Context: an optimization exercise on an open-source flow, tuned for small area, a short achievable clock period and few clock cycles per item. The choices shown serve that exercise and are no tape-out recipe. RTL that was checked went through simulation tests only; none was proved equivalent to the original. No activity file was given, so power comes from the tool's default toggle rates.

==> job 3045: inputs <==
Design ALU_top, start of the top module:
module ALU_top(
    input soc_clk,
    input reset,
    input [31:0] ALU_dat1,
    input [31:0] ALU_dat2,
    input [5:0] Instruction_from_CU,
    output ALU_overflow,
    output ALU_con_met,
    output ALU_zero,
    output ALU_err,
    output ALU_ready,
    output [31:0] ALU_out,
    output ALU_accept
);
export LEC_CHECK = 0
export ABC_AREA = 1
export CAP_MARGIN = 20
export CORE_MARGIN = 2
export CORE_UTILIZATION = 70
export SLEW_MARGIN = 20
create_clock -name core_clock -period 14.0 [get_ports {soc_clk}]
standard.sh (not shown) runs the stock make flow with config.mk's settings and CLKGATE_MAP_FILE= SYNTH_SCRIPT=/design/flow/synth_recipe.tcl, a recipe that flattens the netlist after the stock synthesis.
==> flow/flow/run.sh <==
#!/bin/bash
# Standard ORFS layout (the standard.sh), with plain buf_2 port buffers, a
# setup margin so that the repair steps size the logic for a shorter period,
# and clock tree synthesis without dummy balancing loads.
set -euo pipefail
bash standard.sh "BUFFER_PORTS_ARGS=-buffer_cell sky130_fd_sc_hd__buf_2" SETUP_SLACK_MARGIN=8.15 \
  "CTS_ARGS=-sink_clustering_enable -repair_clock_nets -dont_use_dummy_load" finish > standard.log 2>&1
==> inputs of job 2034, as changes to job 3045 <==
==> flow/flow/run.sh (replaced) <==
#!/bin/bash
# Standard ORFS layout (the standard.sh), with plain buf_2 port buffers, a
# setup margin so that the repair steps size the logic for a shorter period,
# and clock tree synthesis without dummy balancing loads.
set -euo pipefail
bash standard.sh "BUFFER_PORTS_ARGS=-buffer_cell sky130_fd_sc_hd__buf_2" SETUP_SLACK_MARGIN=8.15 RECOVER_POWER=70 \
  "CTS_ARGS=-sink_clustering_enable -repair_clock_nets -dont_use_dummy_load" finish > standard.log 2>&1
--- a/flow/config.mk
+++ b/flow/config.mk
@@ -9,4 +9,4 @@
 export CAP_MARGIN = 20
 export CORE_MARGIN = 2
-export CORE_UTILIZATION = 70
+export CORE_UTILIZATION = 60
 export SLEW_MARGIN = 20
==> inputs of job 2688, as changes to job 3045 <==
==> flow/flow/run.sh (replaced) <==
#!/bin/bash
# Standard ORFS layout (the standard.sh), with plain buf_2 port buffers and a
# setup margin so that the repair steps size the logic for a shorter period.
set -euo pipefail
bash standard.sh "BUFFER_PORTS_ARGS=-buffer_cell sky130_fd_sc_hd__buf_2" SETUP_SLACK_MARGIN=8.5 finish > standard.log 2>&1
--- a/flow/config.mk
+++ b/flow/config.mk
@@ -9,4 +9,4 @@
 export CAP_MARGIN = 20
 export CORE_MARGIN = 2
-export CORE_UTILIZATION = 70
+export CORE_UTILIZATION = 40
 export SLEW_MARGIN = 20
==> impl_metrics.yaml <==
route:
  wl_per_cell_um: 18.9
  vias: 7439
outcome:
  status: "no timing/DRC/antenna violations"
layout:
  n_all_buffers: 140
  instances_no_fill: 1294
  seq_area_frac: 0.100
floorplanning:
  die_w_um: 124
clocking:
  cts_resized: 20
  cts.root.buffer_cell: "clkbuf_16"
global_route:
  grt_pass1_vias: 6236
  grt_pass1_wl_um: 35400
sta:
  slew_headroom: 0.384
  timing.fmax_mhz: 181
  fin_crit_sh: 0.394
critical_path:
  path_buf_inv: 3
Source of the figures above: job 2688

==> impl_metrics.yaml <==
layout:
  n_all_buffers: 115
  seq_area_frac: 0.110
  instances_no_fill: 1213
floorplanning:
  die_w_um: 102
sta:
  timing.fmax_mhz: 157
  fin_crit_sh: 0.454
global_route:
  grt_pass1_vias: 6435
  grt_pass1_wl_um: 33500
route:
  vias: 7575
critical_path:
  path_buf_inv: 3
outcome:
  status: "no timing/DRC/antenna violations"
Source of the figures above: job 2034

==> impl_metrics.yaml <==
layout:
  seq_area_frac: 0.110
  diodes: 0
  instances_no_fill: 1186
  n_all_buffers: 111
global_route:
  grt_pass1_vias: 6294
  grt_pass1_wl_um: 32300
clocking:
  cts.root.buffer_cell: "clkbuf_8"
  cts_resized: 2
sta:
  fin_crit_sh: 0.404
  slew_headroom: 0.390
  timing.fmax_mhz: 177
hold_path:
  hp-class: "reg2reg"
outcome:
  status: "no timing/DRC/antenna violations"
critical_path:
  path_buf_inv: 4
route:
  vias: 7691
  wl_per_cell_um: 18.4
Source of the figures above: job 3045

Testbench counts of job 3045, summed over its fixed seeds: cycles 24,000, items 12,000.
Testbench counts of job 2034, summed over its fixed seeds: cycles 24,000, items 12,000.
Testbench counts of job 2688, summed over its fixed seeds: cycles 24,000, items 12,000.

* * *

==> 03-12: inputs <==
ALU_top, a different RTL version from the one above (not shown whole).
==> flow/config.mk <==
export PLATFORM = sky130hd
export DESIGN_NAME = ALU_top
export DESIGN_NICKNAME = ALU_top
export VERILOG_FILES = /design/flow/design.v
export SDC_FILE = /design/flow/constraint.sdc
export NUM_CORES = 4
export LEC_CHECK = 0
export ABC_AREA = 1
export CAP_MARGIN = 20
export CORE_MARGIN = 2
export CORE_UTILIZATION = 60
export SLEW_MARGIN = 20
==> flow/constraint.sdc <==
create_clock -name core_clock -period 14.0 [get_ports {soc_clk}]
set_input_delay 2.8000 -clock core_clock [delete_from_list [all_inputs] [get_ports {soc_clk}]]
set_output_delay 2.8000 -clock core_clock [all_outputs]
set_load 0.01 [all_outputs]
==> flow/flow/run.sh <==
#!/bin/bash
# The standard ORFS layout (standard.sh) with these changes:
# - synthesis leaves adders to ABC instead of extracting half/full-adder cells
#   (ADDER_MAP_FILE empty); everything else in synthesis is the standard script,
#   so the registers and their names are the standard synthesis's;
# - plain buf_2 port buffers;
# - a setup margin so that the repair steps size the logic for a shorter period;
# - clock tree synthesis without dummy balancing loads.
set -euo pipefail
bash standard.sh ADDER_MAP_FILE= "BUFFER_PORTS_ARGS=-buffer_cell sky130_fd_sc_hd__buf_2" SETUP_SLACK_MARGIN=8.0 \
  "CTS_ARGS=-sink_clustering_enable -repair_clock_nets -dont_use_dummy_load" finish > standard.log 2>&1
==> 12-08: changes against 03-12 <==
--- a/flow/design.v
+++ b/flow/design.v
@@ -395,27 +395,35 @@
     wire [31:0] r3 = b[3] ? {{8{fill}}, r2[31:8]} : r2;
     assign sh_r = b[4] ? {{16{fill}}, r3[31:16]} : r3;
     wire        sel_sum = is_add | is_sub;
     wire [31:0] res_o =
         ({32{is_sll}} & sh_rev) |
         ({32{is_srl | is_sra}} & sh_r) |
         ({32{is_xor | is_or}} & p) |
-        ({32{is_and | is_or}} & g) |
-        {31'd0, (is_slt & lts) | (is_sltu & ltu)};
+        ({32{is_and | is_or}} & g);
     wire [31:0] cin_v = {cg[30:0], do_sub};
     wire [31:0] res0 = res_o | ({32{sel_sum}} & p);
     wire [31:0] res1 = res_o | ({32{sel_sum}} & ~p);
     wire [31:0] res;
     generate
         for (gi = 0; gi < 32; gi = gi + 1) begin : RES
-            assign res[gi] = cin_v[gi] ? res1[gi] : res0[gi];
+            if (gi == 0) begin : B0
+                assign res[gi] = (cin_v[gi] ? res1[gi] : res0[gi]) | slt_bit;
+            end else begin : BN
+                assign res[gi] = cin_v[gi] ? res1[gi] : res0[gi];
+            end
         end
     endgenerate
-    wire cm = (is_beq & eq) | (is_bne & ~eq) | (is_blt & lts) | (is_bge & ~lts) |
-              (is_bltu & ltu) | (is_bgeu & ~ltu);
+    wire sdiff = a[31] ^ b[31];
+    wire lts0  = sdiff ? a[31] : p[31];     
+    wire lts1  = sdiff ? a[31] : ~p[31];    
+    wire slt_bit = (cg[31] ? 1'b0 : is_sltu) | (cg[30] ? (is_slt & lts1) : (is_slt & lts0));
+    wire cm_u  = cg[31] ? is_bgeu : is_bltu;
+    wire cm_s  = cg[30] ? ((is_blt & lts1) | (is_bge & ~lts1)) : ((is_blt & lts0) | (is_bge & ~lts0));
+    wire cm    = (is_beq & eq) | (is_bne & ~eq) | cm_u | cm_s;
     reg [31:0] out_r;
     reg        ovf_r, cm_r;
     always @(posedge soc_clk) begin
         out_r <= res;
         ovf_r <= (is_add | is_sub) & ovf;
         cm_r  <= cm;
     end
==> flow/flow/run.sh (replaced) <==
#!/bin/bash
# Standard ORFS layout (the standard.sh), with plain buf_2 port buffers and a
# setup margin so that the repair steps size the logic for a shorter period.
set -euo pipefail
bash standard.sh "BUFFER_PORTS_ARGS=-buffer_cell sky130_fd_sc_hd__buf_2" SETUP_SLACK_MARGIN=9.0 finish > standard.log 2>&1
CORE_UTILIZATION = 40   (was 60)
==> 12-03: changes against 03-12 <==
--- a/flow/design.v
+++ b/flow/design.v
@@ -35,16 +35,16 @@
     wire is_srl  = (c == 6'd25) | (c == 6'd33);
     wire is_sra  = (c == 6'd26) | (c == 6'd34);
     wire is_slt  = (c == 6'd19) | (c == 6'd30);
     wire is_sltu = (c == 6'd20) | (c == 6'd31);
     wire is_xor  = (c == 6'd21) | (c == 6'd32);
     wire is_or   = (c == 6'd22) | (c == 6'd35);
     wire is_and  = (c == 6'd23) | (c == 6'd36);
-    wire do_sub = ~c[5] & (~c[4] | (c[3] & c[2]) | (~c[3] & ~c[2] & c[1] & c[0]) |
-                           (~c[3] & c[2] & ~c[1] & ~c[0]));
+    wire do_sub = is_sub | is_beq | is_bne | is_blt | is_bge | is_bltu | is_bgeu |
+                  is_slt | is_sltu;
     wire [31:0] bx = b ^ {32{do_sub}};
     wire [31:0] p  = a ^ bx;
     wire [31:0] g  = a & bx;
     wire [31:0] G0 = {g[31:1], g[0] | (p[0] & do_sub)};
     wire [31:0] P0 = p;
     wire [31:0] G1, P1;
     assign G1[0] = G0[0];
@@ -390,30 +390,21 @@
     wire [31:0] sh_in = is_sll ? a_rev : a;
     wire        fill  = is_sra & a[31];
     wire [31:0] r0 = b[0] ? {fill, sh_in[31:1]} : sh_in;
     wire [31:0] r1 = b[1] ? {{2{fill}}, r0[31:2]} : r0;
     wire [31:0] r2 = b[2] ? {{4{fill}}, r1[31:4]} : r1;
     wire [31:0] r3 = b[3] ? {{8{fill}}, r2[31:8]} : r2;
     assign sh_r = b[4] ? {{16{fill}}, r3[31:16]} : r3;
-    wire        sel_sum = is_add | is_sub;
-    wire [31:0] res_o =
+    wire [31:0] res =
+        ({32{is_add | is_sub}} & sum) |
         ({32{is_sll}} & sh_rev) |
         ({32{is_srl | is_sra}} & sh_r) |
         ({32{is_xor | is_or}} & p) |
         ({32{is_and | is_or}} & g) |
         {31'd0, (is_slt & lts) | (is_sltu & ltu)};
-    wire [31:0] cin_v = {cg[30:0], do_sub};
-    wire [31:0] res0 = res_o | ({32{sel_sum}} & p);
-    wire [31:0] res1 = res_o | ({32{sel_sum}} & ~p);
-    wire [31:0] res;
-    generate
-        for (gi = 0; gi < 32; gi = gi + 1) begin : RES
-            assign res[gi] = cin_v[gi] ? res1[gi] : res0[gi];
-        end
-    endgenerate
     wire cm = (is_beq & eq) | (is_bne & ~eq) | (is_blt & lts) | (is_bge & ~lts) |
               (is_bltu & ltu) | (is_bgeu & ~ltu);
     reg [31:0] out_r;
     reg        ovf_r, cm_r;
     always @(posedge soc_clk) begin
         out_r <= res;
         ovf_r <= (is_add | is_sub) & ovf;
==> flow/flow/run.sh (replaced) <==
#!/bin/bash
# Standard ORFS layout (the standard.sh), with plain buf_2 port buffers and a
# setup margin so that the repair steps size the logic for a shorter period.
set -euo pipefail
bash standard.sh "BUFFER_PORTS_ARGS=-buffer_cell sky130_fd_sc_hd__buf_2" SETUP_SLACK_MARGIN=9.0 finish > standard.log 2>&1
ABC_AREA = not set   (was 1)
CORE_UTILIZATION = 40   (was 60)
==> comparison table <==
Status: 03-12 finished clean; 12-03 finished clean; 12-08 finished clean
Layout Nets: 03-12 1,353; 12-03 998; 12-08 1,361
Area growth from synthesis to final layout: 03-12 9.37%; 12-03 48.8%; 12-08 40.0%
Starting DRC count in detailed routing: 03-12 1,197; 12-03 997; 12-08 903
Final core utilization: 03-12 67.1%; 12-03 61.0%; 12-08 57.0%
Max Clock Freq: 03-12 0.171 GHz; 12-03 0.163 GHz; 12-08 0.192 GHz
First drt pass iteration count: 03-12 9; 12-03 6; 12-08 7
Final-layout clock-cell area share: 03-12 1.00%; 12-03 1.90%; 12-08 1.67%
Biggest fanout along the worst timing path: 03-12 26; 12-03 9; 12-08 6
Crit-path slowest cell: 03-12 sky130_fd_sc_hd__clkinv_1; 12-03 sky130_fd_sc_hd__a311o_1; 12-08 sky130_fd_sc_hd__ha_4
Arrival time of the worst setup path: 03-12 6.08 ns; 12-03 6.31 ns; 12-08 5.45 ns
Portion of the post-synthesis area used by sequential elements: 03-12 11.2%; 12-03 11.7%; 12-08 11.4%
#MultiIn Comb: 03-12 978; 12-03 613; 12-08 922
Seq power: 03-12 0.115 mW; 12-03 0.116 mW; 12-08 0.115 mW
GRT met3 Usage: 03-12 8.03%; 12-03 5.69%; 12-08 4.42%
Path length in cells of the critical path: 03-12 10; 12-03 22; 12-08 21
Multi-input combinational cell area: 03-12 4770 um2; 12-03 6030 um2; 12-08 5760 um2
Met3 Routed Length: 03-12 3.18 mm; 12-03 3.06 mm; 12-08 1.90 mm
Non-clock buffer share of cell area: 03-12 8.64%; 12-03 19.3%; 12-08 15.9%
First-pass GRT wire length: 03-12 37.0 mm; 12-03 42.7 mm; 12-08 39.1 mm
Share of layout cells above drive strength 1: 03-12 15.8%; 12-03 49.0%; 12-08 30.3%
Testbench counts of 12-03, summed over its fixed seeds: cycles 24,000, items 12,000.
Function not checked in 03-12 and 12-08: the RTL went through the layout flow alone.

[what the ideal ports hide]
In the flow no input, the clock included, has a driving cell. The finished layouts below were timed again as built, in two steps. Step 1: set_driving_cell puts a clkbuf_16 on soc_clk and a buf_2 on each other input, an assumption about the parent block. Step 2 moves the port delays by t, midway between the first and last clock arrival at a register: inputs arrive t later, outputs are due t later. That takes back most of the time a late clock gives input paths. a / b / c = no drivers / after step 1 / after step 2; a / b = the first two.
run	t (ns)	setup WS [ns]	cell pins on the clock port's net
job 3045	0.316	8.347 / 8.356 / 8.041	1
job 2034	0.317	7.650 / 7.643 / 7.326	1
job 2688	0.320	8.487 / 8.479 / 8.159	1
03-12	0.318	8.148 / 8.155 / 7.838	1
12-08	0.322	8.790 / 8.765 / 8.444	1
12-03	0.306	7.849 / 7.821 / 7.514	1
After both steps every run listed still meets setup and hold. The setup slack of 12-08, which loses most, moves by -0.025 ns with the drivers and by -0.346 ns with both steps.
